From an optimization exercise on the open Yosys and OpenROAD flow, aimed at small area; shortcuts taken in it are not production practice. RTL that was checked went through simulation tests only; none was proved equivalent to the original. No functional check of the RTL was part of runs 1 to 3. Power is estimated from default activity; no workload was simulated.

## config.mk

```make
export PLATFORM = sky130hd
export DESIGN_NAME = stage23_encode_module
export DESIGN_NICKNAME = stage23_encode_module
export VERILOG_FILES = /design/flow/design.v
export SDC_FILE = /design/flow/constraint.sdc
export NUM_CORES = 8
export LEC_CHECK = 0
export CAP_MARGIN = 30
export CORE_AREA = 5 5 1095 255
export DIE_AREA = 0 0 1100 260
export SLEW_MARGIN = 30
```

## constraint.sdc

```tcl
create_clock -name core_clock -period 7.0 [get_ports {clk}]
set_input_delay 1.4000 -clock core_clock [delete_from_list [all_inputs] [get_ports {clk}]]
set_output_delay 1.4000 -clock core_clock [all_outputs]
set_load 0.01 [all_outputs]
```

## design.v

```verilog
module stage23_encode_module (
    clk , rst_n ,
    original_data_1 , original_data_2 , original_data_3 ,
    message_en_in ,
    message_en_out ,
    packet_head_data_out ,
    length_fast_1_out , length_fast_2_out , length_fast_3_out ,
    message_fast_1_out , message_fast_2_out , message_fast_3_out ,
    packet_ETX_data_out
    );
    input          clk , rst_n , message_en_in ;
    input  [263:0] original_data_1 , original_data_2 , original_data_3 ;
    output         message_en_out ;
    output [119:0] packet_head_data_out ;
    output [7:0]   length_fast_1_out , length_fast_2_out , length_fast_3_out ;
    output [343:0] message_fast_1_out , message_fast_2_out , message_fast_3_out ;
    output [7:0]   packet_ETX_data_out ;
    reg         en1 ;
    reg [263:0] s1_d1 , s1_d2 , s1_d3 ;
    always @( posedge clk ) begin
        en1   <= rst_n & message_en_in ;
        s1_d1 <= original_data_1 ;
        s1_d2 <= original_data_2 ;
        s1_d3 <= original_data_3 ;
    end
    reg  [7:0]  dict_pid , dict_mc , dict_mt ;
    wire [23:0] eh1 , eh2 , eh3 ;
    wire        v1 , v2 , v3 ;
    hdr_eff #( .SLOT3 ( 0 ) ) he1 ( .d ( s1_d1 ) , .d2 ( s1_d2 ) , .eh ( eh1 ) , .valid ( v1 ) );
    hdr_eff #( .SLOT3 ( 0 ) ) he2 ( .d ( s1_d2 ) , .d2 ( s1_d2 ) , .eh ( eh2 ) , .valid ( v2 ) );
    hdr_eff #( .SLOT3 ( 1 ) ) he3 ( .d ( s1_d3 ) , .d2 ( s1_d2 ) , .eh ( eh3 ) , .valid ( v3 ) );
    wire [2:0] ne1 = { eh1[23:16] != dict_pid , eh1[15:8] != dict_mc , eh1[7:0] != dict_mt } ;
    wire [2:0] ne2 = { eh2[23:16] != dict_pid , eh2[15:8] != dict_mc , eh2[7:0] != dict_mt } ;
    wire [2:0] ne3 = { eh3[23:16] != dict_pid , eh3[15:8] != dict_mc , eh3[7:0] != dict_mt } ;
    always @( posedge clk ) begin
        if ( !rst_n )
            { dict_pid , dict_mc , dict_mt } <= 24'd0 ;
        else if ( en1 ) begin
            if ( v3 )
                { dict_pid , dict_mc , dict_mt } <= eh3 ;
            else if ( v2 )
                { dict_pid , dict_mc , dict_mt } <= eh2 ;
            else if ( v1 )
                { dict_pid , dict_mc , dict_mt } <= eh1 ;
        end
    end
    reg  [79:0] seq ;
    reg  [4:0]  seq_all ;
    wire [5:0]  seq_tg ;
    wire [79:0] seq_t ;
    wire [79:0] seq_n = seq ^ seq_t ;
    assign seq_tg[0] = en1 ;
    genvar sg , si ;
    generate
        for ( sg = 0 ; sg < 5 ; sg = sg + 1 ) begin : gsq
            assign seq_tg[sg + 1] = seq_tg[sg] & seq_all[sg] ;
            assign seq_t[16 * sg]  = seq_tg[sg] ;
            for ( si = 1 ; si < 16 ; si = si + 1 ) begin : gsb
                assign seq_t[16 * sg + si] = seq_t[16 * sg + si - 1] & seq[16 * sg + si - 1] ;
            end
        end
    endgenerate
    always @( posedge clk ) begin
        if ( !rst_n ) begin
            seq     <= { 80 { 1'b1 } } ;
            seq_all <= 5'b11111 ;
        end else begin
            seq     <= seq_n ;
            seq_all <= { &seq_n[79:64] , &seq_n[63:48] , &seq_n[47:32] , &seq_n[31:16] , &seq_n[15:0] } ;
        end
    end
    reg         en2 ;
    reg [263:0] s2_d1 , s2_d2 , s2_d3 ;
    reg [2:0]   s2_ne1 , s2_ne2 , s2_ne3 ;
    reg [1:0]   s2_k1 , s2_k2 , s2_k3 ;       
    always @( posedge clk ) begin
        en2    <= rst_n & en1 ;
        s2_d1  <= s1_d1 ;
        s2_d2  <= s1_d2 ;
        s2_d3  <= s1_d3 ;
        s2_ne1 <= ne1 ;
        s2_ne2 <= ne2 ;
        s2_ne3 <= ne3 ;
        s2_k1  <= { 1'b0 , ne1[2] } + { 1'b0 , ne1[1] } + { 1'b0 , ne1[0] } ;
        s2_k2  <= { 1'b0 , ne2[2] } + { 1'b0 , ne2[1] } + { 1'b0 , ne2[0] } ;
        s2_k3  <= { 1'b0 , ne3[2] } + { 1'b0 , ne3[1] } + { 1'b0 , ne3[0] } ;
    end
    fast_slot #( .QUIRK ( 1 ) ) fs1 ( .d ( s2_d1 ) , .qd ( s2_d1 ) , .ne ( s2_ne1 ) , .k ( s2_k1 ) ,
                                      .msg ( message_fast_1_out ) , .len ( length_fast_1_out ) );
    fast_slot #( .QUIRK ( 0 ) ) fs2 ( .d ( s2_d2 ) , .qd ( s2_d2 ) , .ne ( s2_ne2 ) , .k ( s2_k2 ) ,
                                      .msg ( message_fast_2_out ) , .len ( length_fast_2_out ) );
    fast_slot #( .QUIRK ( 0 ) ) fs3 ( .d ( s2_d3 ) , .qd ( s2_d2 ) , .ne ( s2_ne3 ) , .k ( s2_k3 ) ,
                                      .msg ( message_fast_3_out ) , .len ( length_fast_3_out ) );
    wire [1:0] msg_count = { 1'b0 , s2_d1[255:248] != 8'd0 } +
                           { 1'b0 , s2_d2[255:248] != 8'd0 } +
                           { 1'b0 , s2_d3[255:248] != 8'd0 } ;
    assign message_en_out       = en2 ;
    assign packet_head_data_out = { 8'hAA , 8'h0F , seq , 16'h0000 , 6'b000000 , msg_count } ;
    assign packet_ETX_data_out  = 8'h55 ;
endmodule
module hdr_eff #( parameter SLOT3 = 0 ) ( d , d2 , eh , valid );
    input  [263:0] d , d2 ;
    output [23:0]  eh ;
    output         valid ;
    wire [7:0] c = d[255:248] ;
    wire [7:0] t = d[247:240] ;
    wire is_d = ( c == 8'h64 ) ;
    wire is_q = ( c == 8'h71 ) ;
    wire is_n = ( c == 8'h4e ) ;
    wire n_ok = ( t == 8'h4c ) | ( t == 8'h4d ) | ( t == 8'h4e ) | ( t == 8'h52 ) | ( t == 8'h53 ) ;
    assign valid = ( c == 8'h61 ) | is_d | ( c == 8'h6b ) | is_q | is_n ;
    wire zero = is_d | ( is_n & !n_ok ) ;
    wire [23:0] h = ( SLOT3 && is_q ) ? d2[263:240] : d[263:240] ;
    assign eh = zero ? 24'd0 : h ;
endmodule
module fast_slot #( parameter QUIRK = 0 ) ( d , qd , ne , k , msg , len );
    input  [263:0] d , qd ;
    input  [2:0]   ne ;
    input  [1:0]   k ;
    output [343:0] msg ;
    output [7:0]   len ;
    wire [7:0] P = d[263:256] ;
    wire [7:0] C = d[255:248] ;
    wire [7:0] T = d[247:240] ;
    wire is_a = ( C == 8'h61 ) ;
    wire is_d = ( C == 8'h64 ) ;
    wire is_k = ( C == 8'h6b ) ;
    wire is_q = ( C == 8'h71 ) ;
    wire is_n = ( C == 8'h4e ) ;
    wire n_lr = is_n & ( ( T == 8'h4c ) | ( T == 8'h52 ) ) ;
    wire n_m  = is_n & ( T == 8'h4d ) ;
    wire n_ns = is_n & ( ( T == 8'h4e ) | ( T == 8'h53 ) ) ;
    wire fam  = is_a | is_k | n_lr | n_m | n_ns ;    
    wire nonq = fam | is_d ;
    wire [5:0] base = is_a ? 6'd28 : is_k ? 6'd32 : ( is_d | is_q ) ? 6'd19 :
                      n_lr ? 6'd2 : n_m ? 6'd6 : n_ns ? 6'd10 : 6'd0 ;
    assign len = { 2'b00 , base } + { 6'd0 , ( nonq | is_q ) ? k : 2'd0 } ;
    wire [7:0] g2 = ne[0] ? T : ne[1] ? C : P ;
    wire [7:0] g1 = ( ne[0] & ne[1] ) ? C : P ;
    wire [7:0] g0 = P ;
    wire [135:0] dbody = { d[262:240] , 8'h00 , d[239:231] , d[222:200] , 8'h00 , d[199:135] } ;
    wire [7:0] y [0:37] ;
    genvar mi ;
    generate
        for ( mi = 0 ; mi <= 34 ; mi = mi + 1 ) begin : gy
            localparam integer m = mi - 2 ;
            wire [7:0] fv = ( m == 0 ) ? g0 : ( m == 1 ) ? g1 : ( m == 2 ) ? g2 :
                            ( m >= 3 ) ? d[239 - 8 * ( m - 3 ) -: 8] : 8'h00 ;
            wire [7:0] dv = ( m >= 3 && m <= 19 ) ? dbody[135 - 8 * ( m - 3 ) -: 8] : 8'h00 ;
            wire [7:0] qv = ( m <= 8 ) ? qd[239 - 8 * ( m + 8 ) -: 8] : 8'h00 ;
            if ( m < 0 ) begin : yq
                assign y[mi] = qv ;
            end else if ( m <= 8 ) begin : yqdf
                wire fsel = ~is_q & ~is_d ;
                assign y[mi] = ( { 8 { is_q } } & qv ) | ( { 8 { is_d } } & dv ) | ( { 8 { fsel } } & fv ) ;
            end else if ( m <= 19 ) begin : ydf
                assign y[mi] = is_d ? dv : fv ;
            end else begin : yf
                assign y[mi] = fv ;
            end
        end
    endgenerate
    assign y[35] = 8'h00 ;
    assign y[36] = 8'h00 ;
    assign y[37] = 8'h00 ;
    wire [7:0] z [0:37] ;
    genvar j ;
    generate
        for ( j = 0 ; j <= 37 ; j = j + 1 ) begin : gz
            if ( j == 0 ) begin : z0
                assign z[j] = k[0] ? 8'h00 : y[j] ;
            end else begin : zn
                assign z[j] = k[0] ? y[j - 1] : y[j] ;
            end
        end
    endgenerate
    wire quirk = ( QUIRK != 0 ) & n_lr & ( ne == 3'b011 ) ;
    wire pm    = nonq & ~quirk ;
    wire [5:0] lim = quirk ? 6'd0 : is_q ? { 4'd0 , k } + 6'd8 : len[5:0] ;
    wire [7:0] o [0:34] ;
    generate
        for ( j = 0 ; j <= 34 ; j = j + 1 ) begin : go
            wire       gj = ( lim > j ) ;
            wire       sa = gj & k[1] , sb = gj & ~k[1] ;
            wire [7:0] sh = ( { 8 { sa } } & z[j + 1] ) | ( { 8 { sb } } & z[j + 3] ) ;
            if ( j == 0 ) begin : pm0
                assign o[j] = is_q ? sh : { pm , ~ne[2] & pm , ~ne[1] & pm , ~ne[0] & pm , 4'b0000 } ;
            end else if ( j == 1 ) begin : pm1
                assign o[j] = is_q ? sh : 8'h00 ;
            end else begin : rest
                assign o[j] = sh ;
            end
        end
    endgenerate
    wire [343:0] norm ;
    generate
        for ( j = 0 ; j <= 34 ; j = j + 1 ) begin : gm
            assign norm[343 - 8 * j -: 8] = o[j] ;
        end
    endgenerate
    assign norm[63:0] = 64'd0 ;
    assign msg = norm | { 7'b0 , { 16 { quirk } } & { C , T } , 321'b0 } ;
endmodule
```

## flow/run.sh

```bash
#!/bin/bash
# Own layout flow: the standard flow (standard.sh), except that
#  - synthesis maps with an area-oriented ABC script and without ORFS's adder
#    extraction (same Yosys passes, registers and names otherwise),
#  - the port buffers are the smallest buffer cell,
#  - clock tree synthesis uses no dummy loads.
set -euo pipefail
W=$(pwd)
F=$W/flow

# ORFS's synth.tcl with the ABC call replaced
sed -e 's|log_cmd abc {\*}\$abc_args|log_cmd abc -script $::env(OWN_ABC_SCRIPT) {*}$lib_args {*}$lib_dont_use_args|' \
    "$FLOW_HOME/scripts/synth.tcl" > "$W/own_synth.tcl"
grep -q 'OWN_ABC_SCRIPT' "$W/own_synth.tcl"
export OWN_SYNTH_TCL=$W/own_synth.tcl
export OWN_ABC_SCRIPT=$F/abc_area.script

bash standard.sh SYNTH_SCRIPT="$F/synth_wrap.tcl" ADDER_MAP_FILE= SYNTH_INSBUF=0 synth > "$W/own_synth.log" 2>&1

CTS="-sink_clustering_enable -repair_clock_nets -sink_clustering_size 20 -sink_clustering_max_diameter 60"
CTS="$CTS -buf_list sky130_fd_sc_hd__clkbuf_16 -dont_use_dummy_load"
bash standard.sh BUFFER_PORTS_ARGS="-buffer_cell sky130_fd_sc_hd__buf_1" CTS_ARGS="$CTS" finish > "$W/own_layout.log" 2>&1
test -s out/final.def
```

## flow/abc_area.script

```
strash
dc2
dch -f
amap
```

## flow/synth_wrap.tcl

```tcl
proc synth {args} { yosys synth -nofsm -noshare {*}$args }
source $::env(OWN_SYNTH_TCL)
# left out here: clear keep_hierarchy, flatten, clean up, hide names made inside functions, write 1_2_yosys.v
```

## standard.sh

```bash
#!/bin/bash
# synth_recipe.tcl (not shown) runs the flow's synth.tcl, then flattens the netlist and writes it again
# the make line also repeats each setting of config.mk as NAME=value (left out here)
make -C /OpenROAD-flow-scripts/flow DESIGN_CONFIG=/design/flow/config.mk WORK_HOME=/design/flow/orfs CLKGATE_MAP_FILE= SYNTH_SCRIPT=/design/flow/synth_recipe.tcl "${@:-finish}"
```

==> flow_summary.yaml, run 1 <==
timing:
  fin_skew_ps: 95.6
  finalWorstSetupSlack_ps: 226
  setup_viol: 0
  tightest_slew_ps: 1170
  relSlewSlack: 0.209
  finalHoldViolCount: 0
  final.period_utilization: 0.968
  slew_viol_final: 0
  fmax_ghz: 0.148
  setup_tns_ps: 0
  rsz0062_at_grt: "no"
  period_minus_slack_ps: 6770
min_path:
  whs_path_depth: 0
  min_path_type: "reg2reg"
  whs_endpoint: "s2_d1[40]$_DFF_P_"
  hp-start: "s1_d1[40]$_DFF_P_"
clock_tree:
  cts_buffer_depth: 4
  clkTransAtPathRegs_ps: 100
  cts_root_buffer: "clkbuf_16"
  clkLatencyLatePin_ps: 850
  cts_tree: "built"
  h-tree-depth: 3
  clock_sinks: 1709
  numCtsBuffers: 103
floorplan:
  fp.dieH_um: 260
  start_util: 0.208
  core_um2: 270000
  pin_count: 1980
  rows: 91
  fp.dieArea_um2: 286000
  dieWidth_um: 1100
worst_setup_path:
  critPathSlowestCell: "or4_1"
  startpoint: "s2_d1[250]$_DFF_P_"
  crit_path_end_kind: "output port"
  worst-r2r-setup-slack_ps: 1720
  crit_required_ps: 5600
  reg2regPathDepth: 23
  cp_max_fo: 8
  cpPeakStageDelay_ps: 560
  startpoint_type: "register"
  critical_path_class: "reg2out"
  worstPathArrival_ps: 5370
  r2r_end: "seq_all[3]$_SDFF_PN1_"
  r2r-start: "en1$_DFF_P_"
  path_cells: "nand4_1 -> or4_1 -> a2111oi_4 -> or3_1 -> or3_1 -> nor2_1 -> a21oi_1 -> a32oi_1 -> nor2_1 -> a21oi_1 -> nand2_1 -> clkinv_2 -> o31ai_2 -> o31ai_2 -> or2_0 -> buf_4 -> o22ai_1 -> buf_1"
drt:
  drt-total-wl_um: 448000
  ant_nets: 0
  drc_errors: 0
  vias: 63900
  dr.pass1.iters: 10
  drt-initial-drc-count: 11700
  wl_per_cell_um: 38.7
  vias_per_cell: 5.52
synthesis:
  synthFlopType: "dfxtp_1"
  ys_ff_latch: 1709
  synth_area_per_cell_um2: 10.0
  synth.distinct_cells: 52
  synth_edf_count: 0
  synth-seq-area-share: 0.610
  synthArstFlopShare: 0
  synth.yosys.warnings: 3
  synthCells: 5598
  synth_area_um2: 56100
final_layout:
  layout_commonest_cell: "buf_1"
  fillers: 29300
  fin_area_um2: 73200
  drive_above_1_share: 0.0534
  syn_to_final_growth_pct: 30.5
  final_cells: 11600
  final_cell_mix: "buf_1 (1732), dfxtp_1 (1703), o22ai_1 (1682)"
  fin_nets: 8618
power:
  power.density_nw_per_um2: 257
  max-vdd-ir-drop_mv: 0.226
  p_leak_nw: 25.9
placement:
  dp_slack_ps: 864
  dp_hpwl_um: 374000
  routabilityCongestion: 1.12
  dpl_cell_area_um2: 70100
  numPortBuffers: 1735
  numPlacedInstances: 11300
global_route:
  grt_pass1_wl_um: 557000
  grt_max_degree: 180
  grt_use_total: 0.291
  antenna_found_initial: 203
  grt_pass1_vias: 54800
  grt_overflow: 0
status:
  status: "finished clean"
flow_run:
  drv_cap: 0
-- kinds of logic (layout without fill, tap and decap cells) --
group	after synthesis	in the layout	synth area share
AOI/OAI and AO/OA	2515	2515	0.287
xor gates and xnor gates	2	2	0.000312
buffers and inverters	456	2436	0.0305
DFF	1709	1709	0.610
other	2	369	0.000134
and+or+nand+nor	914	915	0.0719
-- cell type report --
type                       count  area (µm²)  share of cell area
sequential                  1709       34200               0.467
multi-input combinational   3676       22100               0.302
timing repair buffer        1877        7680               0.105
tap                         3627        4540              0.0620
clock buffer                 103        2580              0.0352
inverter                     456        1750              0.0239
antenna                      125         313             0.00427
-- critical path, delay by kind of cell (launching register included) --
kind	cells	cell delay [ps]
compound gates	7	1860
buf+inv	3	520
flops	1	480
simple gates	8	1640
-- state kept, by name, summed over array words and instances (netlist names) --
name / count
dict_mc: 8
s2_d3: 264
dict_pid: 8
s2_d2: 264
seq_all: 4
s2_k2: 2
s1_d3: 264
s2_k1: 2
s2_ne1: 3
s1_d1: 264
s2_d1: 264
en2: 1
dict_mt: 8
seq: 80
s2_ne2: 3
s2_k3: 2
s2_ne3: 3
s1_d2: 264
en1: 1
-- Yosys cell counts (2+ instances only) --
master / number / share of area
nor4b_1: 2 / 0.00031
clkinv_1: 456 / 0.031
a21o_1: 2 / 0.00027
a22o_1: 6 / 0.00094
nand2b_1: 2 / 0.00022
nor2_1: 376 / 0.025
a21boi_0: 2 / 0.00027
a222oi_1: 63 / 0.011
o211a_1: 2 / 0.00036
a221oi_1: 11 / 0.0017
nand3_1: 16 / 0.0014
o221a_1: 2 / 0.00040
or4b_1: 3 / 0.00054
o32ai_1: 27 / 0.0042
a22oi_1: 50 / 0.0067
o211ai_1: 6 / 0.00080
and3_1: 17 / 0.0019
nand4_1: 10 / 0.0011
or3_1: 14 / 0.0016
o22a_1: 100 / 0.016
or2_0: 55 / 0.0061
o21bai_1: 7 / 0.00094
and2_0: 11 / 0.0012
dfxtp_1: 1709 / 0.61
o2111ai_1: 4 / 0.00062
a32oi_1: 2 / 0.00031
o31ai_1: 11 / 0.0015
o22ai_1: 1755 / 0.20
or4_1: 14 / 0.0019
a21oi_1: 140 / 0.012
nor2b_1: 33 / 0.0037
conb_1: 2 / 0.00013
o221ai_1: 32 / 0.0050
nor4_1: 35 / 0.0039
o21ai_0: 246 / 0.022
o21a_1: 6 / 0.00080
nand2_1: 281 / 0.019
nor3_1: 44 / 0.0039
a31oi_1: 26 / 0.0029
a2111oi_0: 6 / 0.00094
-- power by group --
| part | internal (mW) | switching (mW) | leakage [nW] | total, mW |
|---|---|---|---|---|
| Sequential | 10.3 | 0.605 | 14.4 | 10.9 |
| Clock | 2.61 | 3.60 | 1.27 | 6.21 |
| Combinational | 0.503 | 1.27 | 10.2 | 1.77 |
| Total | 13.4 | 5.47 | 25.9 | 18.8 |
-- layer usage --
| metal | global-route usage | up-vias | wire, µm |
|---|---|---|---|
| li1 | - | 26100 | - |
| met1 | 0.396 | 31800 | 190000 |
| met2 | 0.383 | 4934 | 171000 |
| met3 | 0.166 | 982 | 70100 |
| met4 | 0.0827 | 64 | 16100 |
| met5 | 0.00766 | - | 513 |
-- how the worst max path moves through the flow --
| stage | to | slack (ps) | depth (start not counted) |
|---|---|---|---|
| 2_1_floorplan | message_fast_2_out[288] | -4930 | 13 |
| 3_3_place_gp | message_fast_1_out[263] | 830 | 18 |
| 3_5_place_dp | message_fast_1_out[263] | 860 | 18 |
| 4_1_cts | message_fast_1_out[272] | 20 | 18 |
| 5_1_grt | message_fast_2_out[326] | 9 | 19 |
| 6_report | message_fast_1_out[263] | 230 | 18 |
-- what timing repair did --
action                                  in CTS  in global routing
pin swaps                                    1                  1
endpoints found under the setup margin       6                233
hold endpoints to repair                     0                  0
buffers inserted                             2                  1
hold buffers                                 0                  0
resized for setup                            1                 27
gates cloned                                 0                  1
-- metrics by stage --
| step | util | hold WS [ps] | power [mW] |
|---|---|---|---|
| global placement | 0.260 | 310 | 12.7 |
| detailed placement | 0.260 | 312 | 12.7 |
| CTS | 0.270 | 251 | 18.7 |
| floorplan | - | 310 | 11.5 |
| global route | 0.271 | 260 | 19.3 |
| finish | 0.271 | 229 | 18.8 |
==> run 2, diff against run 1 <==
--- a/config.mk
+++ b/config.mk
@@ -5,7 +5,7 @@
 export SDC_FILE = /design/flow/constraint.sdc
 export NUM_CORES = 8
 export LEC_CHECK = 0
-export CAP_MARGIN = 30
+export CAP_MARGIN = 20
 export CORE_AREA = 5 5 1095 255
 export DIE_AREA = 0 0 1100 260
-export SLEW_MARGIN = 30
+export SLEW_MARGIN = 20
==> run 2 against run 1 <==
  * Critical path depth unchanged
  * Via count down 0.38%
  * Sequential power about the same
  * Non-clock buffer count down 5
  * Core utilization down 0.095 points
==> flow_summary.yaml, run 2 <==
status:
  status: "finished clean"
clock_tree:
  cts_root_buffer: "clkbuf_16"
  cts_buffer_depth: 3
  hold_buffers: 0
  clock_sinks: 1709
  clkLatencyLatePin_ps: 790
  numCtsBuffers: 97
  cts_tree: "built"
  h-tree-depth: 3
  clkTransAtPathRegs_ps: 100
timing:
  period_minus_slack_ps: 6760
  setup_tns_ps: 0
  fmax_ghz: 0.148
  relSlewSlack: 0.0853
  finalHoldViolCount: 0
  finalWorstSetupSlack_ps: 241
  fin_skew_ps: 94.9
  tightest_slew_ps: 1360
  setup_viol: 0
  slew_viol_final: 0
  final.period_utilization: 0.966
synthesis:
  synth_most_common_cell: "o22ai_1"
  synth.yosys.warnings: 3
  synth_edf_count: 0
  yosys.area.top_type: "dfxtp_1"
  synth.distinct_cells: 52
  synthFlopType: "dfxtp_1"
  synthArstFlopShare: 0
  synth_area_per_cell_um2: 10.0
  netlist.area_leader.share: 0.610
  synth-seq-area-share: 0.610
  yosys-top-cells-count: "o22ai_1 (1755), dfxtp_1 (1709), clkinv_1 (456)"
  ys_ff_latch: 1709
  synth_area_leaders: "dfxtp_1 (61%), o22ai_1 (20%), clkinv_1 (3.1%)"
  synth_area_um2: 56100
  synthCells: 5598
global_route:
  grt_overflow: 0
  grt_use_total: 0.290
  antenna_found_initial: 201
  grt_pass1_vias: 54800
  grt_pass1_wl_um: 556000
  grt_max_degree: 180
placement:
  numPortBuffers: 1735
  dp_slack_ps: 831
  routabilityCongestion: 1.12
  dp_hpwl_um: 373000
  numPlacedInstances: 11300
drt:
  ant_nets: 0
  wl_per_cell_um: 38.6
  drc_errors: 0
  drt-initial-drc-count: 12000
  vias_per_cell: 5.49
  dr.pass1.iters: 13
  drt-total-wl_um: 447000
  vias: 63600
floorplan:
  dieWidth_um: 1100
  start_util: 0.208
  core_um2: 270000
  fp.dieH_um: 260
  pin_count: 1980
  rows: 91
  fp.dieArea_um2: 286000
final_layout:
  drive_above_1_share: 0.0507
  layout_commonest_cell: "buf_1"
  fin_nets: 8607
  syn_to_final_growth_pct: 30.1
  final_cell_mix: "buf_1 (1732), dfxtp_1 (1705), o22ai_1 (1685)"
  final_cells: 11600
flow_run:
  drv_cap: 0
worst_setup_path:
  worst-r2r-setup-slack_ps: 1720
  startpoint: "s2_d1[251]$_DFF_P_"
  crit_path_end_kind: "output port"
  cp_max_fo: 8
  crit_required_ps: 5600
  critical_path_class: "reg2out"
  worstPathArrival_ps: 5360
  startpoint_type: "register"
  r2r-start: "en1$_DFF_P_"
power:
  p_leak_nw: 25.7
  max-vdd-ir-drop_mv: 0.183
  power.density_nw_per_um2: 255
min_path:
  min_path_type: "reg2reg"
  hp-start: "s1_d1[40]$_DFF_P_"
## run 2: final timing paths
check                                                to  depth (start not counted)
worst min-delay path                  s2_d1[40]$_DFF_P_                          0
worst max register to register    seq_all[3]$_SDFF_PN1_                         23
worst min register to register        s2_d1[40]$_DFF_P_                          0
worst max-delay path            message_fast_1_out[263]                         18
## run 2: area by class of cell
class / count / area, µm²
antenna: 148 / 370
clock buffer: 97 / 2430
fill: 29400 / 197000
inverter: 456 / 1750
multi-input combinational: 3676 / 22100
sequential: 1709 / 34200
tap: 3627 / 4540
timing repair buffer: 1872 / 7580
## run 2: timing repair
item | 4_1_cts | 5_1_grt
setup buffers | 0 | 3
gates resized for setup | 0 | 16
setup endpoints to repair | 0 | 162
## run 2: logic make-up (layout without fill, tap and decap cells)
logic type | after synthesis | count (layout) | share of synthesized area
AOI/OAI and AO/OA | 2515 | 2515 | 0.287
DFF | 1709 | 1709 | 0.610
and+or+nand+nor | 914 | 915 | 0.0719
buffers and inverters | 456 | 2425 | 0.0305
other | 2 | 392 | 0.000134
xor gates and xnor gates | 2 | 2 | 0.000312
## run 2: worst max-delay path, stage by stage (launching register included)
cell,delay [ps]
dfxtp_1,520
nand4_1,120
or4_1,530
a2111oi_2,420
or3_1,190
or3_1,120
nor2_1,40
a21oi_1,240
a32oi_1,120
nor2_1,190
a21oi_1,90
nand2_1,160
clkinv_2,140
o31ai_2,580
o31ai_2,240
or2_0,250
buf_4,180
o22ai_1,280
buf_1,200
## run 2: report_power, final
| part | leakage, nW | internal (mW) | switching [mW] |
|---|---|---|---|
| clock network | 1.20 | 2.46 | 3.51 |
| logic | 10.2 | 0.501 | 1.26 |
| registers | 14.4 | 10.3 | 0.602 |
## run 2: metal layers
layer  vias to the layer above  wire length [µm]  GRT usage  share of wire
met5                         -               336          0        0.00075
met4                        54             16300     0.0854          0.036
met3                       940             70200      0.166           0.16
met2                      4893            171000      0.382           0.38
met1                     31700            190000      0.396           0.42
li1                      26100                 -          -              -
## run 2: metrics by stage
step | hold WS [ps] | power, mW | area [µm²] | util
4_1_cts | 275 | 18.5 | 72500 | 0.269
3_5_place_dp | 312 | 12.7 | 70100 | 0.260
2_1_floorplan | 310 | 11.5 | 57800 | -
6_report | 277 | 18.6 | 73000 | 0.271
5_1_grt | 294 | 19.1 | 72700 | 0.270
3_3_place_gp | 310 | 12.7 | 70100 | 0.260
==> run 3, diff against run 2 <==
--- a/config.mk
+++ b/config.mk
@@ -6,6 +6,6 @@
 export NUM_CORES = 8
 export LEC_CHECK = 0
 export CAP_MARGIN = 20
-export CORE_AREA = 5 5 1095 255
-export DIE_AREA = 0 0 1100 260
+export CORE_AREA = 5 5 1245 225
+export DIE_AREA = 0 0 1250 230
 export SLEW_MARGIN = 20
==> run 3 against run 2 <==
  * Via count is 4.2% lower
  * Largest cell class unchanged
  * Clock skew is 51 ps higher
  * Die area is 0.52% higher
  * Non-clock buffer count is 27 lower
  * Count of clock-buffer cells in the layout is 4 higher
  * Wire length is 21% lower
  * Now fails the layout checks on antenna violations
  * Power is 1.4% lower
  * Worst hold slack worse by 60 ps
==> flow_summary.yaml, run 3 <==
final_layout:
  fin_nets: 8583
  drive_above_1_share: 0.0471
  layout_commonest_cell: "buf_1"
  final_cells: 11500
  final_util: 0.270
  syn_to_final_growth_pct: 29.6
  final_cell_mix: "buf_1 (1734), dfxtp_1 (1703), o22ai_1 (1684)"
timing:
  slew_viol_final: 0
  final.period_utilization: 0.976
  period_minus_slack_ps: 6830
  setup_viol: 0
  tightest_slew_ps: 1290
  rsz0062_at_grt: "yes"
  relSlewSlack: 0.137
  fmax_ghz: 0.146
  finalHoldViolCount: 0
  holdWs_ps: 217
  fin_skew_ps: 146
  finalWorstSetupSlack_ps: 171
worst_setup_path:
  worstPathArrival_ps: 5430
  cpPeakStageDelay_ps: 720
  critical_path.top_delay_family: "compound AO/OA/AOI/OAI gates"
  crit_required_ps: 5600
  cp_max_fo: 8
  startpoint: "s2_d2[247]$_DFF_P_"
  crit_top_cell: "or3_1"
  r2r-start: "en1$_DFF_P_"
  path_buf_inv: 2
  crit_path_end_kind: "output port"
  critical_path_class: "reg2out"
  critPathSlowestCell: "o21bai_1"
  startpoint_type: "register"
  path_cells: "nand2b_1 -> or4b_1 -> o22a_1 -> or3_1 -> nor4b_2 -> a22oi_1 -> o21a_1 -> nand2_1 -> o21ai_0 -> clkinv_1 -> or3_1 -> o21bai_1 -> o22ai_1 -> buf_1"
placement:
  dp_slack_ps: 652
  numPlacedInstances: 11300
  routabilityCongestion: 1.08
  dp_hpwl_um: 288000
  numPortBuffers: 1735
flow_run:
  drv_cap: 0
clock_tree:
  cts_buffer_depth: 4
  h-tree-depth: 3
  cts_tree: "built"
  clkLatencyLatePin_ps: 930
  cts_root_buffer: "clkbuf_16"
  clock_sinks: 1709
  hold_buffers: 0
  numCtsBuffers: 101
  clkTransAtPathRegs_ps: 100
global_route:
  grt_pass1_vias: 52500
  grt_max_degree: 222
  grt_overflow: 0
  grt_use_total: 0.228
  grt_pass1_wl_um: 460000
  antenna_found_initial: 159
drt:
  wl_per_cell_um: 30.8
  dr.pass1.iters: 12
  drt-initial-drc-count: 10300
  vias_per_cell: 5.29
  ant_nets: 3
  drt-total-wl_um: 355000
  drc_errors: 0
  vias: 61000
synthesis:
  ys_ff_latch: 1709
  synth_area_per_cell_um2: 10.0
  yosys-top-cells-count: "o22ai_1 (1755), dfxtp_1 (1709), clkinv_1 (456)"
  synthCells: 5598
  synth_area_leaders: "dfxtp_1 (61%), o22ai_1 (20%), clkinv_1 (3.1%)"
  synthFlopType: "dfxtp_1"
  synth_most_common_cell: "o22ai_1"
  synth-seq-area-share: 0.610
  synthArstFlopShare: 0
  synth_area_um2: 56100
  netlist.area_leader.share: 0.610
  synth_edf_count: 0
  synth.distinct_cells: 52
  yosys.area.top_type: "dfxtp_1"
  synth.yosys.warnings: 3
floorplan:
  start_util: 0.208
  rows: 80
  fp.dieH_um: 230
  core_um2: 270000
  pin_count: 1980
  dieWidth_um: 1250
  fp.dieArea_um2: 288000
power:
  p_leak_nw: 25.7
  power.total_mw: 18.3
  power.density_nw_per_um2: 252
  max-vdd-ir-drop_mv: 0.212
min_path:
  min_path_type: "reg2reg"
  hp-start: "s1_d2[218]$_DFF_P_"
status:
  so_faults: "antenna violations"
  status: "failed layout checks"
[run 3: cell counts after synthesis]
No cell type changed its count.
[run 3: area by class of cell]
type	count	area [µm²]
Sequential cell	1709	34200
Tap cell	3649	4570
Antenna cell	96	240
Inverter	456	1750
Timing Repair Buffer	1845	7380
Multi-Input combinational cell	3675	22000
Clock buffer	101	2530
Fill cell	29500	197000
[run 3: worst register-to-register path, delay by kind of cell, from the launching register on]
kind | cells | cell delay (ps)
and+or+nand+nor | 13 | 3800
buffers and inverters | 3 | 1140
AOI/OAI and AO/OA | 1 | 70
DFF | 1 | 350
[run 3: cells by family after synthesis]
kind of cell	Yosys count	share of synthesized area
flops	1709	0.610
buf+inv	456	0.0305
simple gates	914	0.0719
xor+xnor	2	0.000312
other cells	2	0.000134
compound gates	2515	0.287
[run 3: metal layers]
metal	track usage	vias to the layer above	part of all wire
met5	0.00245	-	0.00076
met4	0.0840	30	0.046
met3	0.0804	899	0.13
met2	0.335	4416	0.42
met1	0.307	29600	0.41
li1	-	26000	-
[run 3: power breakdown]
group | total (mW) | internal (mW) | switching (mW) | leakage (nW)
Combinational | 1.62 | 0.495 | 1.12 | 10.1
Clock | 6.01 | 2.57 | 3.45 | 1.25
Sequential | 10.7 | 10.3 | 0.441 | 14.4
[run 3: metrics by stage]
| step | setup TNS [ps] | instance area (µm²) |
|---|---|---|
| global route | -165 | 72600 |
| finish | 0 | 72700 |
| detailed placement | 0 | 69900 |
| global placement | 0 | 69900 |
| CTS | 0 | 72400 |
| floorplan | -2782550 | 57800 |
[run 3: timing repair]
item                       in CTS  in global routing
setup endpoints to repair       8                191
resized for setup               3                 27
gates cloned                    0                  0
pin swaps                       0                  2
buffers inserted                0                  3
[run 3: path summary, 6_finish.rpt]
check,to,slack (ps),cells past startpoint
setup / recovery,message_fast_2_out[324],170,14
hold / removal,s2_d2[218]$_DFF_P_,220,0
setup reg to reg,seq[79]$_SDFF_PN1_,1480,17
hold reg to reg,s2_d2[218]$_DFF_P_,220,0
==> run 4, diff against run 3 <==
--- a/design.v
+++ b/design.v
@@ -135,6 +135,20 @@
     wire [5:0] base = is_a ? 6'd28 : is_k ? 6'd32 : ( is_d | is_q ) ? 6'd19 :
                       n_lr ? 6'd2 : n_m ? 6'd6 : n_ns ? 6'd10 : 6'd0 ;
     assign len = { 2'b00 , base } + { 6'd0 , ( nonq | is_q ) ? k : 2'd0 } ;
+    wire k_ge1 = k[0] | k[1] ;
+    wire k_ge2 = k[1] ;
+    wire k_eq3 = k[0] & k[1] ;
+    function lt ;
+        input integer jj , b ;
+        input         c ;
+        begin
+            if ( jj < b )          lt = c ;
+            else if ( jj == b )     lt = c & k_ge1 ;
+            else if ( jj == b + 1 ) lt = c & k_ge2 ;
+            else if ( jj == b + 2 ) lt = c & k_eq3 ;
+            else                    lt = 1'b0 ;
+        end
+    endfunction
     wire [7:0] g2 = ne[0] ? T : ne[1] ? C : P ;
     wire [7:0] g1 = ( ne[0] & ne[1] ) ? C : P ;
     wire [7:0] g0 = P ;
@@ -176,11 +190,13 @@
     endgenerate
     wire quirk = ( QUIRK != 0 ) & n_lr & ( ne == 3'b011 ) ;
     wire pm    = nonq & ~quirk ;
-    wire [5:0] lim = quirk ? 6'd0 : is_q ? { 4'd0 , k } + 6'd8 : len[5:0] ;
+    wire c_lr = n_lr & ~quirk ;
     wire [7:0] o [0:34] ;
     generate
         for ( j = 0 ; j <= 34 ; j = j + 1 ) begin : go
-            wire       gj = ( lim > j ) ;
+            wire gj = lt ( j , 28 , is_a ) | lt ( j , 32 , is_k ) | lt ( j , 19 , is_d ) |
+                      lt ( j , 8 , is_q ) | lt ( j , 2 , c_lr ) | lt ( j , 6 , n_m ) |
+                      lt ( j , 10 , n_ns ) ;
             wire       sa = gj & k[1] , sb = gj & ~k[1] ;
             wire [7:0] sh = ( { 8 { sa } } & z[j + 1] ) | ( { 8 { sb } } & z[j + 3] ) ;
             if ( j == 0 ) begin : pm0
--- a/config.mk
+++ b/config.mk
@@ -6,6 +6,7 @@
 export NUM_CORES = 8
 export LEC_CHECK = 0
 export CAP_MARGIN = 20
-export CORE_AREA = 5 5 1245 225
-export DIE_AREA = 0 0 1250 230
+export CORE_AREA = 5 5 1095 255
+export DIE_AREA = 0 0 1100 260
+export PLACE_DENSITY = 0.5
 export SLEW_MARGIN = 20
==> run 4 against run 3 <==
  * The run now finishes clean
  * Synthesized cell count is 0.20% lower
  * Sequential share of layout area is 0.61 points higher
  * Die area is 0.52% lower
  * Non-clock buffer count is 22 lower
  * Count of clock-buffer cells in the layout is 5 lower
  * Register-to-register slack better by 200 ps
  * Core utilization is 0.35 points lower
  * Sequential power hardly changed
  * Largest cell class unchanged
  * Highest routed layer unchanged
==> flow_summary.yaml, run 4 <==
status:
  status: "finished clean"
power:
  combPwrFrac: 0.089
  p_leak_nw: 25.5
  internal_power_mw: 13.2
  power_frac_seq: 0.590
  swShare: 0.280
  power.density_nw_per_um2: 255
  switchingPower_mw: 5.12
  max-vdd-ir-drop_mv: 0.179
  p_clk_frac: 0.321
clock_tree:
  cts_tree: "built"
  post_cts_resized: 0
  hold_buffers: 0
  clock_sinks: 1709
  cts_setup_buffers: 0
  h-tree-depth: 3
  clkTransAtPathRegs_ps: 90
  cts_buffer_depth: 3
  cts_root_buffer: "clkbuf_16"
  numCtsBuffers: 96
  clkLatencyLatePin_ps: 780
timing:
  slew_viol_final: 0
  relSlewSlack: 0.182
  fmax_ghz: 0.153
  final.period_utilization: 0.934
  finalHoldViolCount: 0
  rsz0062_at_grt: "no"
  fin_skew_ps: 50.3
  tightest_slew_ps: 1230
  period_minus_slack_ps: 6540
  setup_viol: 0
synthesis:
  synth.yosys.warnings: 3
  synthFlopType: "dfxtp_1"
  synth_edf_count: 0
  synth_area_um2: 55900
  yosys.area.top_type: "dfxtp_1"
  synth-seq-area-share: 0.613
  netlist.area_leader.share: 0.613
  ys_ff_latch: 1709
  synth.distinct_cells: 48
  synth_area_leaders: "dfxtp_1 (61%), o22ai_1 (19%), nor2_1 (3.2%)"
  synth_area_per_cell_um2: 10.0
  synthCells: 5587
  synth_most_common_cell: "o22ai_1"
  synthArstFlopShare: 0
  yosys-top-cells-count: "o22ai_1 (1732), dfxtp_1 (1709), nor2_1 (469)"
placement:
  routabilityCongestion: 1.06
  numPortBuffers: 1735
  dpl_cell_area_um2: 69200
  numPlacedInstances: 11300
  dp_hpwl_um: 341000
drt:
  vias: 61200
  ant_nets: 0
  vias_per_cell: 5.35
  wl_per_cell_um: 36.4
  drt-initial-drc-count: 8865
  drc_errors: 0
  drt-total-wl_um: 416000
  dr.pass1.iters: 9
worst_setup_path:
  critical_path_class: "reg2out"
  worstPathArrival_ps: 5140
  crit_path_end_kind: "output port"
  r2r-start: "s1_d3[255]$_DFF_P_"
  reg2regPathDepth: 16
  startpoint_type: "register"
  worst-r2r-setup-slack_ps: 1680
  cp_max_fo: 26
  crit_required_ps: 5600
  r2r_end: "s2_k3[1]$_DFF_P_"
min_path:
  whs_path_depth: 0
  hp-start: "s1_d3[32]$_DFF_P_"
  whs_endpoint: "s2_d3[32]$_DFF_P_"
  min_path_type: "reg2reg"
global_route:
  grt_use_total: 0.272
  grt_max_degree: 206
  grt_pass1_vias: 56700
  grt_pass1_wl_um: 533000
  antenna_found_initial: 124
  grt_overflow: 0
floorplan:
  dieWidth_um: 1100
  rows: 91
  fp.dieArea_um2: 286000
  pin_count: 1980
  fp.dieH_um: 260
  start_util: 0.207
  core_um2: 270000
final_layout:
  final_cells: 11400
  fin_area_um2: 71800
  final_util: 0.266
  drive_above_1_share: 0.0364
  multiInputGateArea_um2: 21700
  syn_to_final_growth_pct: 28.5
  final_cell_mix: "buf_1 (1733), dfxtp_1 (1706), o22ai_1 (1697)"
  layout_commonest_cell: "buf_1"
  fin_nets: 8545
  regArea_um2: 34200
  fillers: 29500
flow_run:
  drv_cap: 0
==> run 4: kinds of logic (layout without fill, tap and decap cells) <==
group,Yosys count,after routing,synth area share
compound gates,2508,2508,0.285
flops,1709,1709,0.613
simple gates,969,969,0.0753
buf+inv,397,2316,0.0267
other cells,2,293,0.000134
xor+xnor,2,2,0.000314
==> run 4: worst max-delay path, stage by stage, from the launching register on <==
cell	delay (ps)
dfxtp_1	450
nand2_1	140
or4_1	600
or2_0	250
nor4_1	700
clkinv_1	320
nand3_1	240
nor2_1	110
nor2_1	260
clkinv_1	270
buf_4	300
o32a_1	330
nor2_1	200
buf_1	200
==> run 4: layout make-up <==
| class | instances | share of cell area |
|---|---|---|
| Antenna cell | 49 | 0.00171 |
| Clock buffer | 96 | 0.0335 |
| Inverter | 397 | 0.0212 |
| Multi-Input combinational cell | 3723 | 0.303 |
| Sequential cell | 1709 | 0.477 |
| Tap cell | 3627 | 0.0632 |
| Timing Repair Buffer | 1823 | 0.101 |
==> run 4: routing by layer <==
| metal | GRT usage | share of wire | wire length (µm) | vias up |
|---|---|---|---|---|
| met5 | 0 | 0.00094 | 390 | - |
| met4 | 0.112 | 0.051 | 21400 | 46 |
| met1 | 0.349 | 0.41 | 171000 | 30600 |
| met2 | 0.427 | 0.44 | 184000 | 3882 |
| li1 | - | - | - | 25700 |
| met3 | 0.0811 | 0.094 | 39300 | 935 |
==> run 4: worst max-delay path by stage <==
| stage | from | end | depth (start not counted) |
|---|---|---|---|
| after floorplan | s2_k3[0]$_DFF_P_ | message_fast_3_out[119] | 6 |
| after global placement | s2_d3[252]$_DFF_P_ | message_fast_3_out[325] | 15 |
| after detailed placement | s2_d3[250]$_DFF_P_ | message_fast_3_out[334] | 13 |
| after CTS | s2_d3[250]$_DFF_P_ | message_fast_3_out[334] | 13 |
| after global routing | s2_d3[250]$_DFF_P_ | message_fast_3_out[343] | 13 |
| final | s2_d3[250]$_DFF_P_ | message_fast_3_out[334] | 13 |
==> run 4: power by group through the flow <==
stage	combinational [mW]	clock, mW	sequential (mW)
3_3_place_gp	1.58	0	11.0
5_1_grt	1.70	6.33	10.8
4_1_cts	1.57	5.96	10.8
3_5_place_dp	1.57	0	11.0
6_report	1.63	5.87	10.8
2_1_floorplan	0.790	0	10.7
==> run 4: stage by stage <==
stage                     setup TNS, ps  hold WS [ps]  setup slack [ps]  power [mW]
after floorplan                -1729710           310             -2750        11.5
after global placement                0           310              1210        12.6
after detailed placement              0           312              1350        12.5
after CTS                             0           305               520        18.3
after global routing                  0           308               188        18.9
final                                 0           293               460        18.3
==> run 5, diff against run 4 <==
--- a/config.mk
+++ b/config.mk
@@ -8,5 +8,4 @@
 export CAP_MARGIN = 20
 export CORE_AREA = 5 5 1095 255
 export DIE_AREA = 0 0 1100 260
-export PLACE_DENSITY = 0.5
 export SLEW_MARGIN = 20
==> run 5 against run 4 <==
  * Flip-flop and latch count unchanged
  * Area after synthesis did not move
  * Worst hold slack worse by 16 ps
  * Synthesized cell count unchanged
  * Power shrank 0.52%
  * Largest cell class unchanged
  * Clock skew grew 49 ps
  * Non-clock buffer count increased by 8
  * Core utilization rose by 0.15 points
  * Setup slack lost 88 ps
  * Critical path type unchanged
  * Sequential share of layout area fell by 0.26 points
  * First-iteration DRC count is 30% higher
  * Global-route usage grew 0.10 points
==> flow_summary.yaml, run 5 <==
status:
  status: "finished clean"
timing:
  period_minus_slack_ps: 6630
  finalHoldViolCount: 0
  relSlewSlack: 0.173
  setup_viol: 0
  rsz0062_at_grt: "no"
  final.period_utilization: 0.947
  tightest_slew_ps: 1240
  fmax_ghz: 0.151
  fin_skew_ps: 99.1
  holdWs_ps: 277
  slew_viol_final: 0
flow_run:
  drv_cap: 0
worst_setup_path:
  critical_path.top_delay_family: "simple AND/OR/NAND/NOR gates"
  reg2regPathDepth: 15
  path_cells: "nand2_1 -> or4_1 -> or2_0 -> nor4_1 -> clkinv_1 -> nand3_1 -> nor2_1 -> nor2_1 -> clkinv_1 -> buf_4 -> o32a_1 -> o22ai_1 -> buf_1"
  startpoint_type: "register"
  crit_path_end_kind: "output port"
  path_buf_inv: 4
  critPathSlowestCell: "or4_1"
  r2r-start: "s1_d3[255]$_DFF_P_"
  worst-r2r-setup-slack_ps: 2000
  cpPeakStageDelay_ps: 600
  r2r_end: "s2_k3[1]$_DFF_P_"
  critical_path_class: "reg2out"
  crit_required_ps: 5600
  cp_max_fo: 22
  worstPathArrival_ps: 5230
  worst-path-stages: 13
power:
  max-vdd-ir-drop_mv: 0.214
  power.density_nw_per_um2: 252
  power.total_mw: 18.2
  p_leak_nw: 25.5
final_layout:
  layout_commonest_cell: "buf_1"
  final_cells: 11600
  drive_above_1_share: 0.0372
  fin_nets: 8556
  final_cell_mix: "buf_1 (1734), dfxtp_1 (1706), o22ai_1 (1697)"
  syn_to_final_growth_pct: 29.2
synthesis:
  synth-seq-area-share: 0.613
  yosys-top-cells-count: "o22ai_1 (1732), dfxtp_1 (1709), nor2_1 (469)"
  synthArstFlopShare: 0
  netlist.area_leader.share: 0.613
  yosys.area.top_type: "dfxtp_1"
  synthCells: 5587
  synth.distinct_cells: 48
  synth_area_leaders: "dfxtp_1 (61%), o22ai_1 (19%), nor2_1 (3.2%)"
  synthFlopType: "dfxtp_1"
  ys_ff_latch: 1709
  synth_most_common_cell: "o22ai_1"
  synth.yosys.warnings: 3
  synth_area_per_cell_um2: 10.0
  synth_edf_count: 0
  synth_area_um2: 55900
placement:
  numPlacedInstances: 11300
  dp_hpwl_um: 346000
  routabilityCongestion: 1.14
  numPortBuffers: 1735
clock_tree:
  cts_root_buffer: "clkbuf_16"
  hold_buffers: 0
  clock_sinks: 1709
  cts_buffer_depth: 3
  post_cts_resized: 0
  clkTransAtPathRegs_ps: 90
  cts_tree: "built"
  h-tree-depth: 3
  cts_setup_buffers: 0
  clkLatencyLatePin_ps: 790
  numCtsBuffers: 99
drt:
  drc_errors: 0
  ant_nets: 0
  vias_per_cell: 5.42
  drt-initial-drc-count: 11500
  dr.pass1.iters: 10
  vias: 62700
  wl_per_cell_um: 36.3
  drt-total-wl_um: 420000
floorplan:
  pin_count: 1980
  fp.dieH_um: 260
  dieWidth_um: 1100
  rows: 91
  core_um2: 270000
  fp.dieArea_um2: 286000
  start_util: 0.207
global_route:
  grt_use_total: 0.273
  grt_overflow: 0
  grt_pass1_vias: 54100
  grt_max_degree: 150
  antenna_found_initial: 311
  grt_pass1_wl_um: 526000
min_path:
  whs_endpoint: "s2_d2[221]$_DFF_P_"
  hp-start: "s1_d2[221]$_DFF_P_"
  min_path_type: "reg2reg"
  whs_path_depth: 0
## run 5: changes by cell type in the layout (fill, tap and decap cells not counted), moves of 2 or more
cell	change
diode_2	+132
clkbuf_16	+3
buf_12	-3
o21ai_0	-2
o21ai_1	+3
or2_1	-2
buf_8	-2
buf_4	+12
or2_0	+2
## run 5: metal layers
layer / track usage / wire length [µm] / part of all wire / vias up
met4: 0.113 / 20700 / 0.049 / 102
li1: - / - / - / 25900
met5: 0.0353 / 1920 / 0.0046 / -
met3: 0.149 / 61800 / 0.15 / 1162
met2: 0.367 / 163000 / 0.39 / 5048
met1: 0.354 / 173000 / 0.41 / 30500
## run 5: area by class of cell
type	count	area, µm²
Antenna cell	181	453
Clock buffer	99	2480
Fill cell	29500	198000
Inverter	397	1520
Multi-Input combinational cell	3723	21700
Sequential cell	1709	34200
Tap cell	3627	4540
Timing Repair Buffer	1831	7240
## run 5: report_power, final
| group | internal, mW | switching [mW] |
|---|---|---|
| logic | 0.475 | 1.04 |
| registers | 10.3 | 0.562 |
| clock network | 2.51 | 3.35 |
## run 5: worst max-delay path by stage
| stage | startpoint | to | slack [ps] |
|---|---|---|---|
| after floorplan | s2_k3[0]$_DFF_P_ | message_fast_3_out[119] | -2750 |
| after global placement | s2_d1[252]$_DFF_P_ | message_fast_1_out[330] | 1420 |
| after detailed placement | s2_d3[250]$_DFF_P_ | message_fast_3_out[341] | 1350 |
| after CTS | s2_d3[250]$_DFF_P_ | message_fast_3_out[341] | 450 |
| after global routing | s2_d3[250]$_DFF_P_ | message_fast_3_out[341] | 60 |
| final | s2_d3[250]$_DFF_P_ | message_fast_3_out[341] | 370 |
## run 5: logic make-up after synthesis
group,synth area share
flip-flops,0.613
other,0.000134
AND/OR/NAND/NOR,0.0753
AO/OA/AOI/OAI,0.285
buffers and inverters,0.0267
XOR/XNOR,0.000314
## run 5: through the flow
stage                     area [µm²]  setup TNS, ps  utilization  setup WS, ps
final                          72200              0        0.268           372
after detailed placement       69200              0        0.257          1350
after CTS                      71700              0        0.266           451
after global placement         69200              0        0.257          1420
after floorplan                57300       -1729710            -         -2750
after global routing           72000              0        0.267          55.3
==> run 6, diff against run 5 <==
--- a/config.mk
+++ b/config.mk
@@ -6,6 +6,6 @@
 export NUM_CORES = 8
 export LEC_CHECK = 0
 export CAP_MARGIN = 20
-export CORE_AREA = 5 5 1095 255
-export DIE_AREA = 0 0 1100 260
+export CORE_AREA = 5 5 1195 235
+export DIE_AREA = 0 0 1200 240
 export SLEW_MARGIN = 20
==> run 6 against run 5 <==
  * Highest routed layer unchanged
  * Design area increased by 0.14%
  * Critical path depth unchanged
  * Wire length increased by 0.99%
  * Largest cell class unchanged
  * Final cell count increased by 0.44%
==> flow_summary.yaml, run 6 <==
timing:
  tightest_slew_ps: 1220
  finalHoldViolCount: 0
  fin_skew_ps: 56.6
  fmax_ghz: 0.149
  relSlewSlack: 0.183
  period_minus_slack_ps: 6720
  rsz0062_at_grt: "no"
  final.period_utilization: 0.961
  setup_viol: 0
  slew_viol_final: 0
clock_tree:
  clkTransAtPathRegs_ps: 90
  clock_sinks: 1709
  cts_tree: "built"
  hold_buffers: 0
  cts_buffer_depth: 3
  clkLatencyLatePin_ps: 790
  cts_setup_buffers: 0
  numCtsBuffers: 100
  cts_root_buffer: "clkbuf_16"
  h-tree-depth: 3
  post_cts_resized: 0
synthesis:
  synth_area_um2: 55900
  synthFlopType: "dfxtp_1"
  yosys-top-cells-count: "o22ai_1 (1732), dfxtp_1 (1709), nor2_1 (469)"
  synth_xor_xnor_area_share: 0.000314
  synth_mux_area_frac: 0
  synth_area_leaders: "dfxtp_1 (61%), o22ai_1 (19%), nor2_1 (3.2%)"
  synthArstFlopShare: 0
  synth_edf_count: 0
  netlist.area_leader.share: 0.613
  synthCells: 5587
  synth-seq-area-share: 0.613
  yosys.area_share.adder: 0
  synth.yosys.warnings: 3
  synth_compound_area_frac: 0.285
  synth_area_per_cell_um2: 10.0
  synth.distinct_cells: 48
  ys_ff_latch: 1709
  synthSimpleGateAreaFrac: 0.0753
  synth_most_common_cell: "o22ai_1"
  synth_top_family_by_area: "compound AO/OA/AOI/OAI gates"
  yosys.area.top_type: "dfxtp_1"
worst_setup_path:
  cp_max_fo: 23
  startpoint: "s2_d3[250]$_DFF_P_"
  worst-r2r-setup-slack_ps: 1600
  critPathSlowestCell: "or4_1"
  crit_required_ps: 5600
  cpPeakStageDelay_ps: 620
  worstPathArrival_ps: 5320
  endpoint: "message_fast_3_out[340]"
  startpoint_type: "register"
  reg2regPathDepth: 16
  path_cells: "nand2_1 -> or4_1 -> or2_0 -> nor4_1 -> clkinv_1 -> nand3_1 -> nor2_1 -> nor2_1 -> clkinv_1 -> buf_4 -> o32a_1 -> o22ai_1 -> buf_1"
  crit_path_end_kind: "output port"
  r2r-start: "s1_d3[248]$_DFF_P_"
  r2r_end: "s2_k3[1]$_DFF_P_"
  critical_path_class: "reg2out"
final_layout:
  regArea_um2: 34200
  syn_to_final_growth_pct: 29.4
  fillers: 29800
  drive_above_1_share: 0.0369
  final_cells: 11600
  final_cell_mix: "buf_1 (1734), dfxtp_1 (1706), o22ai_1 (1697)"
  multiInputGateArea_um2: 21700
  fin_nets: 8558
  layout_commonest_cell: "buf_1"
global_route:
  grt_pass1_wl_um: 534000
  antenna_found_initial: 176
  grt_pass1_vias: 54800
  grt_use_total: 0.276
  grt_max_degree: 243
  grt_overflow: 0
drt:
  drt-initial-drc-count: 9797
  wl_met1_um: 179000
  wl_per_cell_um: 36.5
  ant_nets: 0
  vias_per_cell: 5.33
  drc_errors: 0
  drt-total-wl_um: 425000
  vias: 61900
  met2_length_um: 175000
  dr.pass1.iters: 10
  top_layer_used: "met5"
  routed-wl-met3_um: 49200
floorplan:
  pin_count: 1980
  start_util: 0.205
  rows: 84
  fp.dieH_um: 240
  fp.dieArea_um2: 288000
  core_um2: 272000
  dieWidth_um: 1200
power:
  power.total_mw: 18.3
  combPwrFrac: 0.086
  power.density_nw_per_um2: 253
  swShare: 0.275
  p_leak_nw: 25.5
  power_frac_seq: 0.591
  switchingPower_mw: 5.04
  max-vdd-ir-drop_mv: 0.186
  p_clk_frac: 0.323
  internal_power_mw: 13.3
flow_run:
  drv_cap: 0
min_path:
  min_path_type: "reg2reg"
placement:
  dp_hpwl_um: 350000
  numPlacedInstances: 11400
  numPortBuffers: 1735
  routabilityCongestion: 1.18
status:
  status: "finished clean"
[run 6: cell types whose count changed in the layout (fill, tap and decap cells not counted), moves of 2 or more]
cell,delta
inv_2,-3
o21ai_1,-3
buf_12,+3
diode_2,-22
o21ai_0,+4
clkinv_2,+2
clkinv_1,+2
[run 6: area by class of cell]
| cell class | instances | area share |
|---|---|---|
| Tap cell | 3698 | 0.0640 |
| Clock buffer | 100 | 0.0346 |
| Antenna cell | 159 | 0.00551 |
| Timing Repair Buffer | 1832 | 0.101 |
| Sequential cell | 1709 | 0.474 |
| Multi-Input combinational cell | 3723 | 0.300 |
| Inverter | 397 | 0.0211 |
[run 6: worst min path at each step]
stage                             from                 end  slack [ps]  cells past startpoint
floorplan             s1_d1[0]$_DFF_P_    s2_d1[0]$_DFF_P_         310                      0
global placement     s1_d2[67]$_DFF_P_   s2_d2[67]$_DFF_P_         310                      0
detailed placement   s1_d2[17]$_DFF_P_   s2_d2[17]$_DFF_P_         310                      0
CTS                 s1_d1[116]$_DFF_P_  s2_d1[116]$_DFF_P_         270                      0
global route        s1_d1[116]$_DFF_P_  s2_d1[116]$_DFF_P_         280                      0
finish              s1_d1[146]$_DFF_P_  s2_d1[146]$_DFF_P_         270                      0
[run 6: stage by stage]
step	util	TNS, ps	worst slack (ps)	area (µm²)	hold slack [ps]
floorplan	-	-1729710	-2750	57300	310
global placement	0.255	0	1450	69400	310
detailed placement	0.255	0	1370	69400	312
CTS	0.264	0	516	71900	274
global route	0.265	0	23.5	72000	282
finish	0.266	0	276	72300	272
[run 6: cells by family (layout without fill, tap and decap cells)]
| kind of cell | count (synthesis) | count (layout) |
|---|---|---|
| flip-flops | 1709 | 1709 |
| AND/OR/NAND/NOR | 969 | 969 |
| buffers and inverters | 397 | 2329 |
| AO/OA/AOI/OAI | 2508 | 2508 |
| other | 2 | 403 |
| XOR/XNOR | 2 | 2 |
[run 6: layer usage]
| metal | global-route usage | up-vias |
|---|---|---|
| li1 | - | 25900 |
| met1 | 0.360 | 30700 |
| met2 | 0.400 | 4376 |
| met3 | 0.118 | 959 |
| met4 | 0.110 | 66 |
| met5 | 0.0199 | - |
[run 6: worst max-delay path: cells and delay by family, from the launching register on]
family / cells / cell delay, ps
DFF: 1 / 500
AOI/OAI and AO/OA: 2 / 650
buffers and inverters: 4 / 1180
and+or+nand+nor: 7 / 2210
[run 6: power groups by stage]
stage / registers [mW] / clock network (mW) / logic [mW]
2_1_floorplan: 10.7 / 0 / 0.790
6_report: 10.8 / 5.91 / 1.58
3_3_place_gp: 11.0 / 0 / 1.52
4_1_cts: 10.8 / 6.02 / 1.52
5_1_grt: 10.8 / 6.38 / 1.66
3_5_place_dp: 11.0 / 0 / 1.51
==> run 7, diff against run 6 <==
--- a/flow/run.sh
+++ b/flow/run.sh
@@ -3,7 +3,8 @@
 #  - synthesis maps with an area-oriented ABC script and without ORFS's adder
 #    extraction (same Yosys passes, registers and names otherwise),
 #  - the port buffers are the smallest buffer cell,
-#  - clock tree synthesis uses no dummy loads.
+#  - clock tree synthesis uses no dummy loads (its sink clustering and buffer
+#    come from config.mk's CTS_* settings, with defaults below).
 set -euo pipefail
 W=$(pwd)
 F=$W/flow
@@ -17,7 +18,11 @@
 
 bash standard.sh SYNTH_SCRIPT="$F/synth_wrap.tcl" ADDER_MAP_FILE= SYNTH_INSBUF=0 synth > "$W/own_synth.log" 2>&1
 
-CTS="-sink_clustering_enable -repair_clock_nets -sink_clustering_size 20 -sink_clustering_max_diameter 60"
-CTS="$CTS -buf_list sky130_fd_sc_hd__clkbuf_16 -dont_use_dummy_load"
+setting() { sed -n "s/^export $1 = //p" config.mk | tail -1; }
+CSIZE=$(setting CTS_CLUSTER_SIZE); CSIZE=${CSIZE:-20}
+CDIAM=$(setting CTS_CLUSTER_DIAMETER); CDIAM=${CDIAM:-60}
+CBUF=$(setting CTS_BUF_LIST); CBUF=${CBUF:-sky130_fd_sc_hd__clkbuf_16}
+CTS="-sink_clustering_enable -repair_clock_nets -sink_clustering_size $CSIZE"
+CTS="$CTS -sink_clustering_max_diameter $CDIAM -buf_list {$CBUF} -dont_use_dummy_load"
 bash standard.sh BUFFER_PORTS_ARGS="-buffer_cell sky130_fd_sc_hd__buf_1" CTS_ARGS="$CTS" finish > "$W/own_layout.log" 2>&1
 test -s out/final.def
--- a/config.mk
+++ b/config.mk
@@ -6,6 +6,8 @@
 export NUM_CORES = 8
 export LEC_CHECK = 0
 export CAP_MARGIN = 20
-export CORE_AREA = 5 5 1195 235
-export DIE_AREA = 0 0 1200 240
+export CORE_AREA = 5 5 1095 255
+export CTS_CLUSTER_DIAMETER = 70
+export CTS_CLUSTER_SIZE = 24
+export DIE_AREA = 0 0 1100 260
 export SLEW_MARGIN = 20
==> run 7 against run 6 <==
  * Design area down 0.70%
  * Via count up 1.5%
  * Synthesized cell count unchanged
  * First-iteration DRC count up 19%
  * Register-to-register slack better by 370 ps
  * Wire length down 1.1%
  * Core utilization about the same
  * Non-clock buffer count down 1
  * Count of clock-buffer cells in the layout down 17
  * Power down 3.2%
  * Critical path depth unchanged
  * Setup slack better by 87 ps
  * Critical endpoint is now message_fast_3_out[341]
==> flow_summary.yaml, run 7 <==
clock_tree:
  cts_tree: "built"
  clkLatencyLatePin_ps: 770
  cts_setup_buffers: 0
  clkTransAtPathRegs_ps: 100
  cts_buffer_depth: 3
  hold_buffers: 0
  numCtsBuffers: 83
  cts_root_buffer: "clkbuf_16"
  post_cts_resized: 0
  h-tree-depth: 3
  clock_sinks: 1709
timing:
  tightest_slew_ps: 1210
  rsz0062_at_grt: "no"
  fmax_ghz: 0.151
  finalHoldViolCount: 0
  final.period_utilization: 0.948
  period_minus_slack_ps: 6640
  slew_viol_final: 0
  setup_viol: 0
  relSlewSlack: 0.192
  fin_skew_ps: 85.2
drt:
  wl_per_cell_um: 36.4
  ant_nets: 0
  vias_per_cell: 5.45
  drc_errors: 0
  dr.pass1.iters: 8
  drt-initial-drc-count: 11700
  vias: 62900
  drt-total-wl_um: 420000
floorplan:
  core_um2: 270000
  fp.dieH_um: 260
  pin_count: 1980
  fp.dieArea_um2: 286000
  start_util: 0.207
  rows: 91
  dieWidth_um: 1100
synthesis:
  synth-seq-area-share: 0.613
  ys_ff_latch: 1709
  synth_area_um2: 55900
  synth_area_leaders: "dfxtp_1 (61%), o22ai_1 (19%), nor2_1 (3.2%)"
  synthSimpleGateAreaFrac: 0.0753
  synth_mux_area_frac: 0
  synth_top_family_by_area: "compound AO/OA/AOI/OAI gates"
  synth_edf_count: 0
  netlist.area_leader.share: 0.613
  synth_compound_area_frac: 0.285
  yosys.area_share.adder: 0
  synth_area_per_cell_um2: 10.0
  yosys-top-cells-count: "o22ai_1 (1732), dfxtp_1 (1709), nor2_1 (469)"
  synthCells: 5587
  synth_xor_xnor_area_share: 0.000314
  yosys.area.top_type: "dfxtp_1"
  synthArstFlopShare: 0
  synthFlopType: "dfxtp_1"
  synth.distinct_cells: 48
  synth.yosys.warnings: 3
  synth_most_common_cell: "o22ai_1"
final_layout:
  final_cells: 11500
  drive_above_1_share: 0.0353
  syn_to_final_growth_pct: 28.5
  fin_area_um2: 71800
  final_cell_mix: "buf_1 (1734), dfxtp_1 (1706), o22ai_1 (1697)"
  fin_nets: 8540
  layout_commonest_cell: "buf_1"
worst_setup_path:
  reg2regPathDepth: 16
  worstPathArrival_ps: 5240
  startpoint: "s2_d3[250]$_DFF_P_"
  cp_max_fo: 22
  worst-r2r-setup-slack_ps: 1970
  critical_path_class: "reg2out"
  startpoint_type: "register"
  crit_required_ps: 5600
  r2r_end: "s2_k3[1]$_DFF_P_"
  crit_path_end_kind: "output port"
  r2r-start: "s1_d3[255]$_DFF_P_"
global_route:
  grt_use_total: 0.272
  grt_pass1_vias: 54100
  grt_pass1_wl_um: 525000
  grt_overflow: 0
  antenna_found_initial: 309
  grt_max_degree: 150
flow_run:
  drv_cap: 0
power:
  p_leak_nw: 25.3
  power.total_mw: 17.7
  power.density_nw_per_um2: 247
  max-vdd-ir-drop_mv: 0.170
min_path:
  whs_path_depth: 0
  whs_endpoint: "s2_d1[62]$_DFF_P_"
  min_path_type: "reg2reg"
  hp-start: "s1_d1[62]$_DFF_P_"
status:
  status: "finished clean"
placement:
  dpl_cell_area_um2: 69200
  numPlacedInstances: 11300
  dp_hpwl_um: 346000
  routabilityCongestion: 1.14
  numPortBuffers: 1735
## run 7: cell counts after synthesis
Identical to the previous run, type by type.
## run 7: worst max-delay path, cell delays in order, from the launching register on
cell and delay (ps):
dfxtp_1 470, nand2_1 150, or4_1 600, or2_0 250
nor4_1 550, clkinv_1 260, nand3_1 190, nor2_1 90
nor2_1 260, clkinv_1 440, buf_4 370, o32a_1 310
o22ai_1 260, buf_1 280
## run 7: how the worst max path moves through the flow
stage | cells after the start | end | slack, ps
after detailed placement | 13 | message_fast_3_out[341] | 1350
final | 13 | message_fast_3_out[341] | 360
after CTS | 13 | message_fast_3_out[341] | 490
after floorplan | 6 | message_fast_3_out[119] | -2750
after global routing | 13 | message_fast_3_out[341] | 100
after global placement | 14 | message_fast_1_out[330] | 1420
## run 7: metrics by stage
step	setup WS [ps]	hold slack (ps)	util	setup TNS, ps
6_report	363	280	0.266	0
5_1_grt	96.3	286	0.265	0
4_1_cts	488	284	0.264	0
3_5_place_dp	1350	312	0.257	0
3_3_place_gp	1420	310	0.257	0
2_1_floorplan	-2750	310	-	-1729710
## run 7: kinds of logic after synthesis
family	Yosys count
other cells	2
flops	1709
xor+xnor	2
buf+inv	397
simple gates	969
compound gates	2508
## run 7: power by group
part	switching [mW]	total (mW)	internal, mW
combinational	1.05	1.52	0.475
sequential	0.562	10.8	10.3
clock	3.26	5.39	2.13
## run 7: final cells by class
cell class / instances / area [µm²]
antenna: 177 / 443
fill: 29500 / 198000
clock buffer: 83 / 2080
inverter: 397 / 1520
tap: 3627 / 4540
sequential: 1709 / 34200
multi-input combinational: 3723 / 21700
timing repair buffer: 1831 / 7240
## run 7: per-layer routing
layer | part of all wire | vias to the layer above | global-route usage
met2 | 0.39 | 5207 | 0.367
met4 | 0.048 | 96 | 0.111
li1 | - | 25900 | -
met5 | 0.0045 | - | 0.0333
met3 | 0.15 | 1176 | 0.152
met1 | 0.41 | 30500 | 0.352

[re-timing with driven ports]
The results above use ideal ports. As a check the final layouts listed here were re-extracted and re-timed, cells and wires unchanged. Step 1 assumes that a clkbuf_16 drives the clock port and a buf_2 every other input. Step 2 adds t to the input delays and takes it off the output delays; t is the mean of the earliest and latest rising clock arrival at the registers after step 1. Input paths then give back, and output paths get back, about the clock's delay inside the block. Three values: ideal ports, drivers, drivers and shift; two values: the first two.
| run | t, ns | setup WS [ns] | worst register clock-pin slew, ns | worst data-port slew with drivers (ns) |
|---|---|---|---|---|
| run 1 | 0.939 | 0.226 / 0.119 / 1.058 | 0.12 / 0.12 | 0.60 |
| run 2 | 0.856 | 0.241 / 0.133 / 0.989 | 0.12 / 0.12 | 0.57 |
| run 3 | 0.903 | 0.171 / 0.108 / 1.012 | 0.11 / 0.11 | 0.48 |
| run 4 | 0.851 | 0.460 / 0.347 / 1.198 | 0.11 / 0.11 | 0.37 |
| run 5 | 0.781 | 0.372 / 0.308 / 1.089 | 0.10 / 0.10 | 0.51 |
| run 6 | 0.826 | 0.276 / 0.187 / 1.013 | 0.11 / 0.11 | 0.58 |
| run 7 | 0.780 | 0.363 / 0.300 / 1.080 | 0.13 / 0.13 | 0.51 |
